Background: an optimization exercise with open tools, aiming at small area. Do not read the settings as production practice.
Only simulation tests tie the RTL to the original design; equivalence was not proved.
No driver is modelled on the clock port, so clocking that relies on it looks cheaper here than on a real chip.
Power is estimated from default activity; no workload was simulated.

## design/flow/flow/run.sh

```bash
#!/bin/bash
# Own layout flow: the standard synthesis, its combinational logic re-mapped
# for area by ABC (registers untouched), then the standard ORFS layout with
# small port buffers and a clock tree of small buffers.
set -euo pipefail
W=$(pwd)
P=${FLOW_PLATFORM:-sky130hd}
R=$W/orfs/results/$P/top/base
LIB=$FLOW_HOME/platforms/$P/lib/sky130_fd_sc_hd__tt_025C_1v80.lib
DU=$(grep -o "sky130_fd_sc_hd__lpflow[a-z_0-9]*\|sky130_fd_sc_hd__probe[a-z_0-9]*" $FLOW_HOME/platforms/$P/config.mk | sed 's/^/-dont_use /' | tr '\n' ' ')
ABC=$(cat $W/flow/abc.script | tr '\n' ' ')

bash standard.sh synth > $W/synth.log 2>&1
cp $R/1_2_yosys.v $W/1_2_yosys.std.v
sed -e "s#LIBFILE#$LIB#g" -e "s#DONTUSE#$DU#" -e "s#INFILE#$W/1_2_yosys.std.v#" \
    -e "s#OUTFILE#$R/1_2_yosys.v#" -e "s#OUTDIR#$W#" -e "s#TOPNAME#$FLOW_TOP#" \
    -e "s#ABCSCRIPT#$ABC#" $W/flow/resynth.ys > $W/resynth_run.ys
yosys -l $W/resynth.log -q -s $W/resynth_run.ys > /dev/null 2>&1
rm -f $R/1_synth.odb $R/1_synth.sdc

bash standard.sh \
  "BUFFER_PORTS_ARGS=-buffer_cell sky130_fd_sc_hd__buf_1" \
  "CTS_ARGS=$(cat $W/flow/cts_args.txt)" \
  finish > $W/layout.log 2>&1
```

## design/flow/flow/abc.script

```
strash; dch; amap
```

## design/flow/flow/cts_args.txt

```
-sink_clustering_enable -repair_clock_nets -dont_use_dummy_load -buf_list {sky130_fd_sc_hd__clkbuf_4 sky130_fd_sc_hd__clkbuf_8}
```

## design/flow/flow/resynth.ys

```
# Re-map the combinational logic of the standard synthesis for area.
# Registers (and their names and cell types) are kept as they are.
read_liberty -ignore_miss_func -overwrite LIBFILE
blackbox sky130_fd_sc_hd__df* sky130_fd_sc_hd__edf* sky130_fd_sc_hd__sdf* sky130_fd_sc_hd__sedf* sky130_fd_sc_hd__dl*
read_verilog INFILE
hierarchy -top TOPNAME
flatten
rename -hide w:*.*
opt -purge
abc -liberty LIBFILE DONTUSE -script "+ABCSCRIPT"
opt_clean -purge
hilomap -singleton -hicell sky130_fd_sc_hd__conb_1 HI -locell sky130_fd_sc_hd__conb_1 LO
splitnets
opt_clean -purge
tee -o OUTDIR/resynth_stat.txt stat -liberty LIBFILE
write_verilog -noattr -nohex -nodec OUTFILE
```

## design/flow/standard.sh

```bash
#!/bin/bash
# synth_recipe.tcl (not shown) runs the flow's synth.tcl, then flattens the netlist and writes it again
# the make line also repeats each setting of config.mk as NAME=value (left out here)
make -C /OpenROAD-flow-scripts/flow DESIGN_CONFIG=/design/flow/config.mk WORK_HOME=/design/flow/orfs CLKGATE_MAP_FILE= SYNTH_SCRIPT=/design/flow/synth_recipe.tcl "${@:-finish}"
```

## design/flow/config.mk

```make
export PLATFORM = sky130hd
export DESIGN_NAME = top
export DESIGN_NICKNAME = top
export VERILOG_FILES = /design/flow/design.v
export SDC_FILE = /design/flow/constraint.sdc
export NUM_CORES = 4
export LEC_CHECK = 0
export CAP_MARGIN = 20
export CORE_MARGIN = 2
export CORE_UTILIZATION = 60
export PLACE_DENSITY = 0.7
export SLEW_MARGIN = 20
```

## design/flow/constraint.sdc

```tcl
create_clock -name core_clock -period 10.0 [get_ports {clk}]
set_input_delay 2.0000 -clock core_clock [delete_from_list [all_inputs] [get_ports {clk}]]
set_output_delay 2.0000 -clock core_clock [all_outputs]
set_load 0.01 [all_outputs]
```

## design/flow/design.v

```verilog
module lfsr #(
  parameter integer W = 64
)(
  input  wire clk,
  input  wire rstn,
  input  wire enable,
  output reg  [W-1:0] state
);
  wire feedback = state[63] ^ state[62] ^ state[60] ^ state[59];
  always @(posedge clk or negedge rstn) begin
    if (!rstn)
      state <= {W{1'b1}};
    else if (enable)
      state <= {state[W-2:0], feedback};
  end
endmodule
module uart_tx (
  input  wire [4:0]  k,
  input  wire [3:0]  s,
  input  wire [63:0] chal,
  input  wire        voted,
  output wire        tx
);
  wire [3:0] n = chal[{~k[3:0], 2'b00} +: 4];
  wire       hi = n[3] & (n[2] | n[1]);
  wire [7:0] hex = hi ? {4'h4, 1'b0, n[2] & (n[1] | n[0]), ~(n[1] ^ n[0]), ~n[0]}
                      : {4'h3, n};
  reg  [7:0] ch;
  always @(*) begin
    if (k[4])
      ch = hex;
    else case (k[3:0])
      4'd14:   ch = 8'h43;               
      4'd1:    ch = 8'h52;               
      4'd3:    ch = {7'h18, voted};      
      4'd4:    ch = 8'h0A;               
      default: ch = 8'h2C;               
    endcase
  end
  assign tx = s[3] ? ch[s[2:0]] : ~s[0];
endmodule
module top #(
  parameter integer N = 64
)(
  input  wire clk,
  input  wire btn_start,
  input  wire rstn,
  output wire uart_tx_o,
  output wire [7:0] leds,
  output wire puf_launch,
  output wire [N-1:0] puf_challenge,
  input  wire puf_response
);
  reg [2:0] btn_sync;
  always @(posedge clk or negedge rstn) begin
    if (!rstn) btn_sync <= 3'b000;
    else       btn_sync <= {btn_sync[1:0], btn_start};
  end
  reg  [4:0] k;           
  reg  [3:0] s;           
  reg  [9:0] c;           
  reg  [1:0] ones;        
  reg        voted;
  wire idle  = (k == 5'd5);
  wire start = idle & ~btn_sync[2] & btn_sync[1];
  wire pre    = ~idle & (&c[9:4]);
  wire step   = pre & (c[3:0] == 4'd3);
  wire launch = pre & ~c[0] & (c[3:2] != 2'b00) & (c[3:2] != 2'b11 | c[1:0] == 2'b00);
  wire sample = pre &  c[0] & (c[3:2] != 2'b00) & (c[3:2] != 2'b11 | c[1:0] == 2'b01);
  wire vote   = pre & (c[3:0] == 4'd14);
  wire lng  = ~s[3] & ~s[0];
  wire tick = (c[9:3] == 7'b1101100) & (lng ? (c[2:0] == 3'b100) : (c[2:0] == 3'b011));
  always @(posedge clk) begin
    if (start) begin
      c    <= 10'd1011;
      s    <= 4'd6;
      ones <= 2'd0;
    end else begin
      c <= tick ? 10'd0 : c + 10'd1;
      if (tick) s <= (s == 4'd0) ? 4'd6 : s + 4'd1;
      if (sample & puf_response & ~&ones) ones <= ones + 2'd1;
    end
  end
  always @(posedge clk or negedge rstn) begin
    if (!rstn) begin
      k     <= 5'd5;
      voted <= 1'b0;
    end else begin
      if (start)
        k <= 5'd14;
      else if (~idle & tick & (s == 4'd0))
        k <= k + 5'd1;
      if (vote) voted <= &ones;
    end
  end
  lfsr #(.W(N)) u_lfsr (
    .clk(clk), .rstn(rstn), .enable(step), .state(puf_challenge)
  );
  wire tx;
  uart_tx u_tx (.k(k), .s(s), .chal(puf_challenge), .voted(voted), .tx(tx));
  assign uart_tx_o  = idle | tx;
  assign puf_launch = launch;
  assign leds       = {7'b0, voted};
endmodule
```

==> reports/qor.yml, run 1 <==
timing:
  rsz0062_at_grt: "no"
  fin_crit_ns: 6.333
  hold_viol_final: 0
  max_freq_mhz: 157.9
  drv_slew: 0
  max-slew-margin-rel_pct: 35.60
  worst_slew_pin_slew_ns: 0.9587
  setup_ws_ns: 3.667
  tns_ns: 0
  finalSetupViolCount: 0
  finClkSkew_ns: 0.02839
  post-route-period-util_pct: 63.33
clock_tree:
  holdBufCountCts: 0
  cts_setup_buffers: 0
  clk_pin_slew_ns: 0.08
  clock_path_buffers: 2
  cts_max_level: 3
  cts_root_buf: "clkbuf_8"
  cts_tree: "yes"
  cts_sinks: 89
  insertion_delay_ns: 0.36
  cts_buffers: 9
  cts_resized: 0
layout:
  ff_latch_area_sq_mm: 0.002230
  syn_to_final_growth_pct: 13.46
  drive_above_1_share_pct: 15.30
  nNetsFinal: 529
  multi_input_area_sq_mm: 0.001425
  antenna_cells: 0
  fin_util_pct: 70.69
  fillers: 537
drt:
  avgRoutedWirePerCell_um: 16.52
  ant_nets: 0
  routed_wl_mm: 9.912
  drc: 0
  firstDrtPassIters: 5
  drt_iter0_markers: 252
  num_vias: 3564
  viasPerCell: 5.940
critical_path:
  cp-end-kind: "output pin"
  r2r-end: "u_lfsr.state[18]"
  crit_cells: 13
  crit_fanout: 14
  cp_num_buf_inv: 3
  cpPeakStageDelay_ns: 0.71
  arrival_ns: 4.33
  crit_family: "simple AND/OR/NAND/NOR gates"
  critPathKind: "flip-flop to output pin"
  crit_path_start: "k[0]"
  slowest_stage: "nor2_1"
  worstPathRequired_ns: 8.00
  reg2reg_slack_ns: 5.83
  crit_chain: "clkinv_1, nor2_1, clkinv_1, o22ai_1, a2111oi_0, or4_1, or2_0, a211oi_1, nor2_1, o32a_1, a311oi_1, nand2_1, buf_1"
  endpoint: "uart_tx_o"
  r2r_cells: 9
  timing.rr.start: "k[1]"
  critPathLaunchType: "flip-flop"
place:
  place_ws_ns: 4.170
  io_buffers: 70
  gp_congestion: 0.9487
  dp_hpwl_mm: 7.154
floorplanning:
  fp.coreArea_sq_mm: 0.006386
  dieArea_sq_mm: 0.007299
  ios: 78
  start_util_pct: 62.30
  row_count: 29
  die_y_um: 85.44
  fp.dieW_um: 85.44
global_route:
  gr-usage-all-layers_pct: 28.63
  grt_pass1_wl_mm: 16.32
  antenna_found_initial: 0
  grt_max_degree: 74
  grt_pass1_vias: 3315
  grt.overflow.total: 0
power_and_ir_drop:
  leakage_nw: 1.500
  power_frac_comb_pct: 1.3
  total_power_uw: 556.8
  powerDensity_mw_per_mm2: 123.3
  p_clk_share_pct: 33.9
  p_sw_share_pct: 20.58
  ir_drop_mv: 0.09225
  intPower_uw: 442.2
  seqPwrFrac_pct: 64.8
  power.net_switching_uw: 114.6
yosys:
  syn_avg_cell_area_sq_um: 9.147
  syn_area_sq_mm: 0.003979
  ys.warnings.count: 3
  synthCells: 435
flow_run:
  cap_violations: 0
hold_path:
  whs_path_depth: 0
  hp-class: "flip-flop to flip-flop"
run_status:
  status: "no timing/DRC/antenna violations"
through the flow:
step                cells  hold slack, ns  instance area [sq um]
floorplan             441          0.3312                   4001
global placement      591          0.3325                   4390
detailed placement    591          0.3450                   4390
CTS                   600          0.3635                   4514
global route          600          0.3765                   4514
finish                600          0.3602                   4514
placed cells by master, fill, tap and decap left out, drive strengths merged, types with 2 or more instances in the layout:
| cell type | count |
|---|---|
| a2111oi | 6 |
| a211oi | 4 |
| a21oi | 12 |
| a221oi | 6 |
| a311oi | 2 |
| a31oi | 9 |
| buf | 73 |
| clkbuf | 9 |
| clkinv | 94 |
| conb | 7 |
| dfrtp | 7 |
| dfstp | 66 |
| dfxtp | 16 |
| nand2 | 29 |
| nand3 | 2 |
| nor2 | 52 |
| nor3 | 10 |
| nor4 | 3 |
| o21ai | 16 |
| o21bai | 3 |
| o221ai | 3 |
| o22ai | 75 |
| o311ai | 2 |
| o31ai | 2 |
| or2 | 2 |
| or3 | 2 |
| or4 | 3 |
flip-flops by register name, summed over array words and instances, names as in the netlist:
name and count:
u_lfsr.state 64, btn_sync 3, s 4, c 10, k 5, ones 2, voted 1
how the worst min path moves through the flow:
stage | from | end | slack [ns]
finish | btn_sync[0] | btn_sync[1] | 0.36
floorplan | btn_sync[0] | btn_sync[1] | 0.33
global route | btn_sync[0] | btn_sync[1] | 0.38
detailed placement | btn_sync[0] | btn_sync[1] | 0.34
CTS | btn_sync[0] | btn_sync[1] | 0.36
global placement | btn_sync[0] | btn_sync[1] | 0.33
power groups by stage:
stage | registers, mW | clock network (mW) | logic, mW
2_1_floorplan | 0.367 | 0 | 0.00124
3_5_place_dp | 0.367 | 0 | 0.00752
5_1_grt | 0.361 | 0.208 | 0.00869
6_report | 0.361 | 0.189 | 0.00724
3_3_place_gp | 0.367 | 0 | 0.00741
4_1_cts | 0.361 | 0.194 | 0.00750
metal layers:
metal	vias up	track usage, %	share of wire (%)
li1	1728	-	-
met1	1695	42.43	47
met2	131	41.90	46
met3	10	6.323	5.8
met4	0	9.668	1.2
met5	-	0	0
area by class of cell:
| type | count | share of cell area, % |
|---|---|---|
| sequential | 89 | 49.39 |
| multi-input combinational | 258 | 31.57 |
| inverter | 94 | 7.816 |
| timing repair buffer | 73 | 6.347 |
| clock buffer | 9 | 2.744 |
| tap | 77 | 2.134 |
worst register-to-register path: cells and delay by family (launching register included):
family	cells	cell delay, ns
AOI/OAI and AO/OA	1	0.20
buffers and inverters	4	1.93
DFF	1	0.38
and+or+nand+nor	4	1.58
==> run 2, diff against run 1 <==
==> design/flow/flow/run.sh (replaced) <==
#!/bin/bash
# Own layout flow: the standard synthesis, its combinational logic re-mapped
# for area by ABC (registers untouched; several ABC scripts are tried and the
# smallest result is kept), then the standard ORFS layout with small port
# buffers and a clock tree of small buffers.
set -euo pipefail
W=$(pwd)
P=${FLOW_PLATFORM:-sky130hd}
R=$W/orfs/results/$P/top/base
LIB=$FLOW_HOME/platforms/$P/lib/sky130_fd_sc_hd__tt_025C_1v80.lib
DU=$(grep -o "sky130_fd_sc_hd__lpflow[a-z_0-9]*\|sky130_fd_sc_hd__probe[a-z_0-9]*" $FLOW_HOME/platforms/$P/config.mk | sed 's/^/-dont_use /' | tr '\n' ' ')

bash standard.sh synth > $W/synth.log 2>&1
cp $R/1_2_yosys.v $W/1_2_yosys.std.v

best=""; bestarea=1e18; i=0
while IFS= read -r scr; do
  [[ -z "$scr" || "$scr" == \#* ]] && continue
  i=$((i+1))
  sed -e "s#LIBFILE#$LIB#g" -e "s#DONTUSE#$DU#" -e "s#INFILE#$W/1_2_yosys.std.v#" \
      -e "s#OUTFILE#$W/rs_$i.v#" -e "s#OUTDIR/resynth_stat.txt#$W/rs_$i.stat#" -e "s#TOPNAME#$FLOW_TOP#" \
      -e "s#ABCSCRIPT#$scr#" $W/flow/resynth.ys > $W/rs_$i.ys
  if timeout 600 yosys -l $W/rs_$i.log -q -s $W/rs_$i.ys > /dev/null 2>&1; then
    a=$(grep "Chip area" $W/rs_$i.stat | awk '{print $NF}')
    echo "script $i: $scr -> $a" >> $W/resynth_summary.log
    if python3 -c "import sys; sys.exit(0 if $a < $bestarea else 1)"; then best=$i; bestarea=$a; fi
  else
    echo "script $i: $scr -> failed" >> $W/resynth_summary.log
  fi
done < $W/flow/abc_scripts.txt
echo "best: $best ($bestarea)" >> $W/resynth_summary.log
cp $W/rs_$best.v $R/1_2_yosys.v
rm -f $R/1_synth.odb $R/1_synth.sdc

bash standard.sh \
  "BUFFER_PORTS_ARGS=-buffer_cell sky130_fd_sc_hd__buf_1" \
  "CTS_ARGS=$(cat $W/flow/cts_args.txt)" \
  $(cat $W/flow/make_vars.txt) \
  finish > $W/layout.log 2>&1
==> design/flow/flow/abc_scripts.txt (new file) <==
strash; dch; amap
strash; dc2; dch; amap; strash; dch; amap
strash; &get -n; &deepsyn -T 30; &put; dch; amap
strash; &get -n; &deepsyn -T 30 -S 7; &put; dch; amap
==> design/flow/flow/cts_args.txt (replaced) <==
-sink_clustering_enable -repair_clock_nets -dont_use_dummy_load -sink_clustering_size 40 -sink_clustering_max_diameter 100 -buf_list {sky130_fd_sc_hd__clkbuf_16}
==> design/flow/flow/make_vars.txt (new file) <==
SKIP_REPAIR_TIE_FANOUT=1 SLEW_MARGIN=0 CAP_MARGIN=0
removed: design/flow/flow/abc.script
==> reports/qor.yml, run 2 <==
clock_tree:
  cts_root_buf: "clkbuf_16"
  clk_pin_slew_ns: 0.05
  cts_buffers: 9
  cts_setup_buffers: 0
  cts_resized: 0
  cts_sinks: 89
  cts_tree: "yes"
  insertion_delay_ns: 0.33
  clock_path_buffers: 2
  cts_max_level: 3
  holdBufCountCts: 0
layout:
  drive_above_1_share_pct: 18.74
  final_area_sq_mm: 0.004524
  syn_to_final_growth_pct: 16.38
  layout_common_cells: "buf_1 (69), dfstp_2 (66), o22a_1 (59)"
  top_register: "u_lfsr.state"
  nNetsFinal: 449
  antenna_cells: 0
  top_regs: "u_lfsr.state (64), c (10), k (5)"
  largest_reg_flops: 64
  final_common_cell: "buf_1"
drt:
  routed_wl_mm: 9.516
  ant_nets: 0
  num_vias: 3333
  drc: 0
  drt_iter0_markers: 243
  firstDrtPassIters: 8
  avgRoutedWirePerCell_um: 18.30
  viasPerCell: 6.410
critical_path:
  critPathKind: "flip-flop to output pin"
  cp_num_buf_inv: 2
  cpPeakStageDelay_ns: 0.86
  slowest_stage: "nor2_1"
  crit_chain: "clkinv_1, nor2_1, and2_0, a2111oi_0, a2111o_1, nor2_1, a21oi_1, a21oi_1, a21oi_1, a311oi_1, nor3_1, nand3b_1, buf_1"
  critPathLaunchType: "flip-flop"
  timing.rr.start: "k[0]"
  arrival_ns: 3.99
  crit_top_cell: "a21oi_1"
  worstPathRequired_ns: 8.00
  cp-end-kind: "output pin"
  crit_family: "simple AND/OR/NAND/NOR gates"
  crit_fanout: 18
  crit_path_start: "k[0]"
floorplanning:
  die_y_um: 84.50
  ios: 78
  fp.dieW_um: 84.50
  dieArea_sq_mm: 0.007139
  row_count: 29
  start_util_pct: 61.57
  fp.coreArea_sq_mm: 0.006314
power_and_ir_drop:
  powerDensity_mw_per_mm2: 144.4
  leakage_nw: 1.643
  ir_drop_mv: 0.1077
run_status:
  status: "no timing/DRC/antenna violations"
timing:
  worst_slew_pin_slew_ns: 1.087
  max_freq_mhz: 167.1
  hold_viol_final: 0
  fin_crit_ns: 5.986
  post-route-period-util_pct: 59.86
  finalSetupViolCount: 0
  rsz0062_at_grt: "no"
  drv_slew: 0
  finClkSkew_ns: 0.01310
  tns_ns: 0
  max-slew-margin-rel_pct: 27.30
yosys:
  ys.warnings.count: 3
  syn_area_sq_mm: 0.003887
  syn_avg_cell_area_sq_um: 10.86
  synthCells: 358
place:
  gp_congestion: 0.8568
  place_area_sq_mm: 0.004299
  io_buffers: 70
  dp_hpwl_mm: 6.551
global_route:
  gr-usage-all-layers_pct: 27.79
  antenna_found_initial: 0
  grt_max_degree: 74
  grt.overflow.total: 0
  grt_pass1_vias: 3191
  grt_pass1_wl_mm: 15.87
hold_path:
  hp-class: "flip-flop to flip-flop"
  hold_start: "btn_sync[0]"
flow_run:
  cap_violations: 0
==> run 2: final cells by class <==
| cell class | instances | area (sq um) |
|---|---|---|
| flip-flops and latches | 89 | 2230 |
| repair buffers | 76 | 309.0 |
| fillers | 505 | 1789 |
| inverters | 26 | 97.59 |
| well taps | 77 | 96.34 |
| multi-input cells | 243 | 1567 |
| clock buffers | 9 | 225.2 |
==> run 2: power breakdown <==
group | leakage [nW] | switching (mW) | internal, mW
Combinational | 0.630 | 0.00889 | 0.00249
Sequential | 0.902 | 0.00219 | 0.364
Clock | 0.111 | 0.118 | 0.158
Total | 1.64 | 0.129 | 0.524
==> run 2: path summary, 6_finish.rpt <==
path	cells past startpoint	endpoint	slack, ns
worst min-delay path	0	btn_sync[1]	0.35
worst min register to register	0	btn_sync[1]	0.35
worst max-delay path	13	uart_tx_o	4.01
max in group asynchronous	2	btn_sync[2]	7.56
worst max register to register	10	u_lfsr.state[20]	6.20
min in group asynchronous	2	voted	1.90
==> run 2: routing by layer <==
metal	vias to the layer above	GRT usage [%]	routed length, um
met5	-	0	0
met4	0	10.68	169
met3	22	4.523	521
met2	131	42.95	4489
met1	1625	39.76	4335
li1	1555	-	-
==> run 2: per-stage QoR <==
stage / total power [mW] / setup slack, ns / util, % / std cells / hold slack (ns)
floorplan: 0.3750 / 0.5138 / - / 358 / 0.3312
global placement: 0.3827 / 4.624 / 68.09 / 511 / 0.3345
detailed placement: 0.3833 / 4.449 / 68.09 / 511 / 0.3347
CTS: 0.6596 / 4.091 / 71.66 / 520 / 0.3458
global route: 0.6725 / 3.621 / 71.66 / 520 / 0.3545
finish: 0.6533 / 4.015 / 71.66 / 520 / 0.3467
==> run 3, diff against run 2 <==
--- a/design/flow/flow/run.sh
+++ b/design/flow/flow/run.sh
@@ -18,7 +18,8 @@
   [[ -z "$scr" || "$scr" == \#* ]] && continue
   i=$((i+1))
+  esc=${scr//&/\\&}
   sed -e "s#LIBFILE#$LIB#g" -e "s#DONTUSE#$DU#" -e "s#INFILE#$W/1_2_yosys.std.v#" \
       -e "s#OUTFILE#$W/rs_$i.v#" -e "s#OUTDIR/resynth_stat.txt#$W/rs_$i.stat#" -e "s#TOPNAME#$FLOW_TOP#" \
-      -e "s#ABCSCRIPT#$scr#" $W/flow/resynth.ys > $W/rs_$i.ys
+      -e "s#ABCSCRIPT#$esc#" $W/flow/resynth.ys > $W/rs_$i.ys
   if timeout 600 yosys -l $W/rs_$i.log -q -s $W/rs_$i.ys > /dev/null 2>&1; then
     a=$(grep "Chip area" $W/rs_$i.stat | awk '{print $NF}')
@@ -36,4 +37,5 @@
   "BUFFER_PORTS_ARGS=-buffer_cell sky130_fd_sc_hd__buf_1" \
   "CTS_ARGS=$(cat $W/flow/cts_args.txt)" \
+  "POST_CTS_TCL=$W/flow/shrink_clk.tcl" \
   $(cat $W/flow/make_vars.txt) \
   finish > $W/layout.log 2>&1
==> design/flow/flow/abc_scripts.txt (replaced) <==
strash; dch; amap
strash; dc2; dch; amap; strash; dch; amap
strash; &get -n; &deepsyn -T 30; &put; dch; amap
strash; &get -n; &deepsyn -T 30 -S 7; &put; dch; amap
strash; &get -n; &deepsyn -I 10 -S 3; &put; dch; amap
strash; dc2; &get -n; &dch -f; &nf -R 1000 -p; &put; strash; dch; amap
==> design/flow/flow/cts_args.txt (replaced) <==
-sink_clustering_enable -repair_clock_nets -dont_use_dummy_load -buf_list {sky130_fd_sc_hd__clkbuf_8}
==> design/flow/flow/make_vars.txt (replaced) <==
SKIP_REPAIR_TIE_FANOUT=1
==> design/flow/flow/shrink_clk.tcl (new file) <==
# Shrink clock buffers while every flip-flop clock pin keeps a slew under
# the target (placement-estimated parasitics).
proc clk_max_slew {} {
  set mx 0
  foreach pin [get_pins -hierarchical */CLK] {
    foreach p {slew_max_rise slew_max_fall} {
      set s [get_property $pin $p]
      if {$s > $mx} {set mx $s}
    }
  }
  return $mx
}
set target [expr {[info exists ::env(CLK_SLEW_TARGET)] ? $::env(CLK_SLEW_TARGET) : 0.110}]
set sizes {sky130_fd_sc_hd__clkbuf_1 sky130_fd_sc_hd__clkbuf_2 sky130_fd_sc_hd__clkbuf_4 sky130_fd_sc_hd__clkbuf_8 sky130_fd_sc_hd__clkbuf_16}
set changed 1
while {$changed} {
  set changed 0
  foreach inst [[ord::get_db_block] getInsts] {
    set m [[$inst getMaster] getName]
    set i [lsearch $sizes $m]
    if {$i <= 0} continue
    set smaller [lindex $sizes [expr $i - 1]]
    set name [$inst getName]
    replace_cell $name $smaller
    estimate_parasitics -placement
    if {[clk_max_slew] > $target} {
      replace_cell $name $m
      estimate_parasitics -placement
    } else {
      puts "shrink_clk: $name $m -> $smaller"
      set changed 1
    }
  }
}
puts "shrink_clk: max clock pin slew [clk_max_slew]"
==> reports/qor.yml, run 3 <==
power_and_ir_drop:
  p_clk_share_pct: 31.0
  leakage_nw: 1.575
  seqPwrFrac_pct: 67.6
  p_sw_share_pct: 21.00
  power_frac_comb_pct: 1.3
  ir_drop_mv: 0.1020
  intPower_uw: 421.6
  powerDensity_mw_per_mm2: 123.2
  power.net_switching_uw: 112.1
timing:
  worst_slew_pin_slew_ns: 0.8704
  holdWs_ns: 0.3584
  rsz0062_at_grt: "no"
  fin_crit_ns: 6.255
  drv_slew: 0
  setup_ws_ns: 3.745
  finClkSkew_ns: 0.03583
  post-route-period-util_pct: 62.55
  tns_ns: 0
  max_freq_mhz: 159.9
  max-slew-margin-rel_pct: 41.97
  finalSetupViolCount: 0
  hold_viol_final: 0
layout:
  syn_to_final_growth_pct: 12.59
  antenna_cells: 0
  ff_latch_area_sq_mm: 0.002230
  fin_cells: 519
  top_regs: "u_lfsr.state (64), c (10), k (5)"
  top_register: "u_lfsr.state"
  multi_input_area_sq_mm: 0.001501
  largest_reg_flops: 64
  drive_above_1_share_pct: 18.10
  nNetsFinal: 448
  fillers: 521
  final_common_cell: "buf_1"
  layout_common_cells: "buf_1 (69), dfstp_2 (66), o22a_1 (57)"
global_route:
  gr-usage-all-layers_pct: 29.40
  grt.overflow.total: 0
  grt_max_degree: 74
  globalRouteMet3Util_pct: 6.231
  grt_pass1_wl_mm: 16.24
  gr-usage-met2_pct: 43.43
  antenna_found_initial: 0
  grt_pass1_vias: 3045
  grt_util_met1_pct: 44.32
  grt.busiest_layer: "met1"
drt:
  drt_iter0_markers: 296
  num_vias: 3262
  routed_wl_mm: 9.892
  firstDrtPassIters: 7
  drc: 0
  avgRoutedWirePerCell_um: 19.06
  ant_nets: 0
  viasPerCell: 6.285
floorplanning:
  row_count: 29
  start_util_pct: 61.27
  ios: 78
  die_y_um: 84.07
  dieArea_sq_mm: 0.007067
  fp.dieW_um: 84.07
  fp.coreArea_sq_mm: 0.006277
run_status:
  status: "no timing/DRC/antenna violations"
hold_path:
  hold_start: "btn_sync[0]"
  whs_path_depth: 0
  hp-class: "flip-flop to flip-flop"
  worst_hold_path.endpoint: "btn_sync[1]"
critical_path:
  cp-end-kind: "output pin"
  cp_num_buf_inv: 3
  slowest_stage: "dfstp_2"
  arrival_ns: 4.25
  reg2reg_slack_ns: 6.03
  r2r_cells: 12
  timing.rr.start: "k[0]"
  r2r-end: "u_lfsr.state[62]"
  crit_fanout: 10
  crit_chain: "clkinv_1, nor2_1, clkinv_1, o21ai_0, nor3_1, nor4_1, nand2_1, and3_1, o311a_1, a21oi_1, nor2_1, or3_1, buf_1"
  critPathLaunchType: "flip-flop"
  crit_path_start: "k[0]"
  cpPeakStageDelay_ns: 0.62
  worstPathRequired_ns: 8.00
  critPathKind: "flip-flop to output pin"
  crit_family: "simple AND/OR/NAND/NOR gates"
yosys:
  syn_avg_cell_area_sq_um: 10.68
  ys.warnings.count: 3
  syn_area_sq_mm: 0.003846
  synthCells: 360
place:
  place_ws_ns: 4.364
  gp_congestion: 0.9484
  io_buffers: 70
  dp_hpwl_mm: 7.040
  dp.cells: 510
clock_tree:
  insertion_delay_ns: 0.51
  cts_tree: "yes"
  clk_pin_slew_ns: 0.09
  cts_sinks: 89
flow_run:
  cap_violations: 0
run 3: cell types whose count changed in the layout (fill, tap and decap cells not counted), sizes merged, moves of 6 or more:
cell	delta
clkinv	+6
a21oi	+7
a221oi	-10
a22o	-9
run 3: power by group through the flow:
stage | Clock (mW) | Sequential, mW | Combinational, mW
after floorplan | 0 | 0.367 | 0.00123
after global placement | 0 | 0.367 | 0.00732
after detailed placement | 0 | 0.367 | 0.00752
after global routing | 0.183 | 0.361 | 0.00847
final | 0.166 | 0.361 | 0.00710
run 3: worst max-delay path by stage:
stage	endpoint	slack (ns)	depth (start not counted)
after floorplan	u_lfsr.state[60]	2.44	9
after global routing	uart_tx_o	3.42	15
after detailed placement	uart_tx_o	4.36	13
after global placement	uart_tx_o	4.42	14
final	uart_tx_o	3.75	13
run 3: through the flow:
stage	cell area, sq um	utilization [%]	power, mW
floorplan	3846	-	0.3683
global placement	4234	67.45	0.3744
detailed placement	4234	67.45	0.3746
global route	4330	68.99	0.5528
finish	4330	68.99	0.5337
run 3: final cells by class:
cell class,count,share of cell area [%]
well taps,77,2.225
multi-input cells,239,34.67
clock buffers,9,2.225
inverters,32,2.774
repair buffers,73,6.617
flip-flops and latches,89,51.49
run 3: worst reg2reg max path, cell delays in order (launching register included):
cell and delay [ns]:
dfstp_2 0.62, clkinv_1 0.18, nor2_1 0.49, clkinv_1 0.36
nor3_1 0.56, clkinv_1 0.19, nand4b_1 0.19, nor3_2 0.05
buf_4 0.31, clkinv_1 0.15, buf_4 0.52, nor2_1 0.13
a21oi_1 0.15
run 3: metal layers:
layer / vias to the layer above / wire [um]
met2: 110 / 4594
met3: 12 / 593
met4: 0 / 125
met5: - / 0
met1: 1604 / 4578
li1: 1536 / -
==> run 4, diff against run 3 <==
==> design/flow/run.sh (new file) <==
#!/bin/bash
# synth_recipe.tcl (not shown) runs the flow's synth.tcl, then flattens the netlist and writes it again
# the make line also repeats each setting of config.mk as NAME=value (left out here)
make -C /OpenROAD-flow-scripts/flow DESIGN_CONFIG=/design/flow/config.mk WORK_HOME=/design/flow/orfs CLKGATE_MAP_FILE= SYNTH_SCRIPT=/design/flow/synth_recipe.tcl finish
--- a/design/flow/config.mk
+++ b/design/flow/config.mk
@@ -8,5 +8,4 @@
 export CAP_MARGIN = 20
 export CORE_MARGIN = 2
-export CORE_UTILIZATION = 60
-export PLACE_DENSITY = 0.7
+export CORE_UTILIZATION = 40
 export SLEW_MARGIN = 20
removed: design/flow/flow/run.sh
removed: design/flow/flow/abc_scripts.txt
removed: design/flow/flow/cts_args.txt
removed: design/flow/flow/make_vars.txt
removed: design/flow/flow/resynth.ys
removed: design/flow/flow/shrink_clk.tcl
removed: design/flow/standard.sh
==> reports/qor.yml, run 4 <==
yosys:
  yosys.cell_count.top_type: "dfstp_2"
  netlist.area_leader.share_pct: 38.28
  synth_top_cell_by_area: "dfstp_2"
  synthArstFlopShare_pct: 82.02
  syn_avg_cell_area_sq_um: 12.58
  ys.warnings.count: 3
  synth_seq_area_share_pct: 49.21
  yosys-top-cells-count: "dfstp_2 (66), mux2_2 (64), nand2_1 (21)"
  ys_ff_latch: 89
  synth_cell_types: 49
  syn_area_sq_mm: 0.004531
  synth_area_leaders: "dfstp_2 (38%), mux2_2 (16%), mux4_2 (8.0%), dfxtp_1 (7.1%), dfrtp_1 (3.9%)"
  synthFlopType: "dfstp_2"
  synth_edf_count: 0
  synthCells: 360
floorplanning:
  fp.coreArea_sq_mm: 0.01094
  fp.dieW_um: 110.4
  die_y_um: 110.4
  dieArea_sq_mm: 0.01219
  row_count: 38
  start_util_pct: 41.43
  ios: 78
place:
  dp.cells: 550
  dp_hpwl_mm: 6.798
  io_buffers: 70
  place_area_sq_mm: 0.005281
  gp_congestion: 0.8737
drt:
  firstDrtPassIters: 4
  dr_wl_met2_mm: 4.773
  wl_met1_mm: 4.599
  num_vias: 3084
  viasPerCell: 5.449
  ant_nets: 0
  drc: 0
  avgRoutedWirePerCell_um: 17.56
  maxUsedRoutingLayer: "met4"
  routed_wl_mm: 9.940
  met3WireLength_um: 452
  drt_iter0_markers: 202
clock_tree:
  cts_sinks: 89
  clock_path_buffers: 2
  insertion_delay_ns: 0.34
  cts_setup_buffers: 0
  cts_resized: 0
  cts_buffers: 9
  cts_max_level: 3
  holdBufCountCts: 0
  cts_root_buf: "clkbuf_16"
  cts_tree: "yes"
  clk_pin_slew_ns: 0.07
hold_path:
  hp-class: "flip-flop to flip-flop"
layout:
  final_common_cell: "clkdlybuf4s50_1"
  top_register: "u_lfsr.state"
  syn_to_final_growth_pct: 23.28
  final_area_sq_mm: 0.005585
  fin_cells: 566
  fillers: 953
  layout_common_cells: "clkdlybuf4s50_1 (69), dfstp_2 (66), mux2_2 (64)"
  nNetsFinal: 437
  fin_util_pct: 51.08
  top_regs: "u_lfsr.state (64), c (10), k (5)"
  largest_reg_flops: 64
  drive_above_1_share_pct: 39.91
  antenna_cells: 0
critical_path:
  critPathKind: "flip-flop to output pin"
  arrival_ns: 3.95
  critPathLaunchType: "flip-flop"
  reg2reg_slack_ns: 6.63
  cp-end-kind: "output pin"
  crit_fanout: 22
  worstPathRequired_ns: 8.00
timing:
  finClkSkew_ns: 0.006919
  hold_viol_final: 0
  post-route-period-util_pct: 59.52
  fin_crit_ns: 5.952
  max-slew-margin-rel_pct: 40.52
  drv_slew: 0
  tns_ns: 0
  max_freq_mhz: 168.0
  worst_slew_pin_slew_ns: 0.8922
  finalSetupViolCount: 0
  rsz0062_at_grt: "no"
global_route:
  grt_max_degree: 74
  grt.overflow.total: 0
  gr-usage-all-layers_pct: 16.47
  grt_pass1_wl_mm: 16.50
  grt_pass1_vias: 3046
  antenna_found_initial: 0
flow_run:
  cap_violations: 0
power_and_ir_drop:
  leakage_nw: 2.203
  ir_drop_mv: 0.1076
  powerDensity_mw_per_mm2: 127.7
run_status:
  status: "no timing/DRC/antenna violations"
## run 4: power breakdown
group	switching, mW	internal (mW)
clock network	0.146	0.198
logic	0.00667	0.00121
registers	0.000308	0.361
total	0.153	0.560
## run 4: cells by family after synthesis
| kind of cell | synth area share [%] |
|---|---|
| compound gates | 5.965 |
| flops | 49.21 |
| fa+ha+maj | 3.314 |
| other cells | 0.08277 |
| xor+xnor | 3.673 |
| mux | 24.52 |
| simple gates | 8.561 |
| buf+inv | 4.667 |
## run 4: final cells by class
type                    count  area (sq um)  share of cell area (%)
multi-input cells         235          2113                   37.84
inverters                  14         52.55                  0.9409
clock inverters             6         75.07                   1.344
well taps                 140         175.2                   3.136
flip-flops and latches     89          2230                   39.92
repair buffers             72         710.7                   12.72
clock buffers              10         229.0                   4.099
## run 4: worst paths after layout
kind,startpoint,end,cells past startpoint
worst max-delay path,k[0],uart_tx_o,10
worst min register to register,btn_sync[0],btn_sync[1],0
worst max register to register,k[1],u_lfsr.state[31],7
max in group asynchronous,rstn,btn_sync[2],2
worst min-delay path,btn_sync[0],btn_sync[1],0
min in group asynchronous,rstn,voted,2
## run 4: stage by stage
stage | worst slack, ns | hold slack (ns) | power (mW)
3_3_place_gp | 4.506 | 0.3380 | 0.3756
4_1_cts | 4.039 | 0.3561 | 0.7218
2_1_floorplan | 5.370 | 0.3312 | 0.3705
6_report | 4.048 | 0.3551 | 0.7130
3_5_place_dp | 4.410 | 0.3411 | 0.3755
5_1_grt | 3.821 | 0.3579 | 0.7391
## run 4: worst max-delay path, cell delays in order, from the launching register on
cell	delay, ns
dfstp_2	0.96
mux4_2	0.60
a22o_1	0.23
a221oi_2	0.26
ha_1	0.30
nand3_1	0.09
o211ai_1	0.08
nor3_1	0.17
o21ai_0	0.11
a22oi_1	0.22
clkdlybuf4s50_1	0.58
## run 4: per-layer routing
metal | track usage, % | vias up
met5 | 0 | -
met4 | 3.750 | 0
met3 | 4.226 | 12
met2 | 26.05 | 79
met1 | 22.85 | 1586
li1 | - | 1407

port drivers added, routing unchanged:
In the flow no input, the clock included, has a driving cell. The finished layouts below were timed again as built, in two steps. Step 1, drivers: a clkbuf_16 drives clk and a buf_2 each remaining input, both assumed. Step 2 adds t to the input delays and takes it off the output delays; t is the mean of the earliest and latest rising clock arrival at the registers after step 1. Input paths then give back, and output paths get back, about the clock's delay inside the block. a / b / c = ideal ports / drivers / drivers and shift; a / b = the first two.
| run | t (ns) | setup WS [ns] | worst hold slack (ns) | clock arrival spread, ns | cell pins on the clock port's net |
|---|---|---|---|---|---|
| run 1 | 0.373 | 3.667 / 3.635 / 4.009 | 0.360 / 0.360 / 0.360 | 0.029 / 0.029 | 1 |
| run 2 | 0.359 | 4.014 / 3.981 / 4.340 | 0.347 / 0.347 / 0.347 | 0.015 / 0.015 | 1 |
| run 3 | 0.523 | 3.745 / 3.717 / 4.240 | 0.358 / 0.358 / 0.358 | 0.037 / 0.036 | 1 |
| run 4 | 0.369 | 4.048 / 4.013 / 4.382 | 0.355 / 0.355 / 0.355 | 0.007 / 0.007 | 1 |
After both steps setup and hold are still met in every run listed.
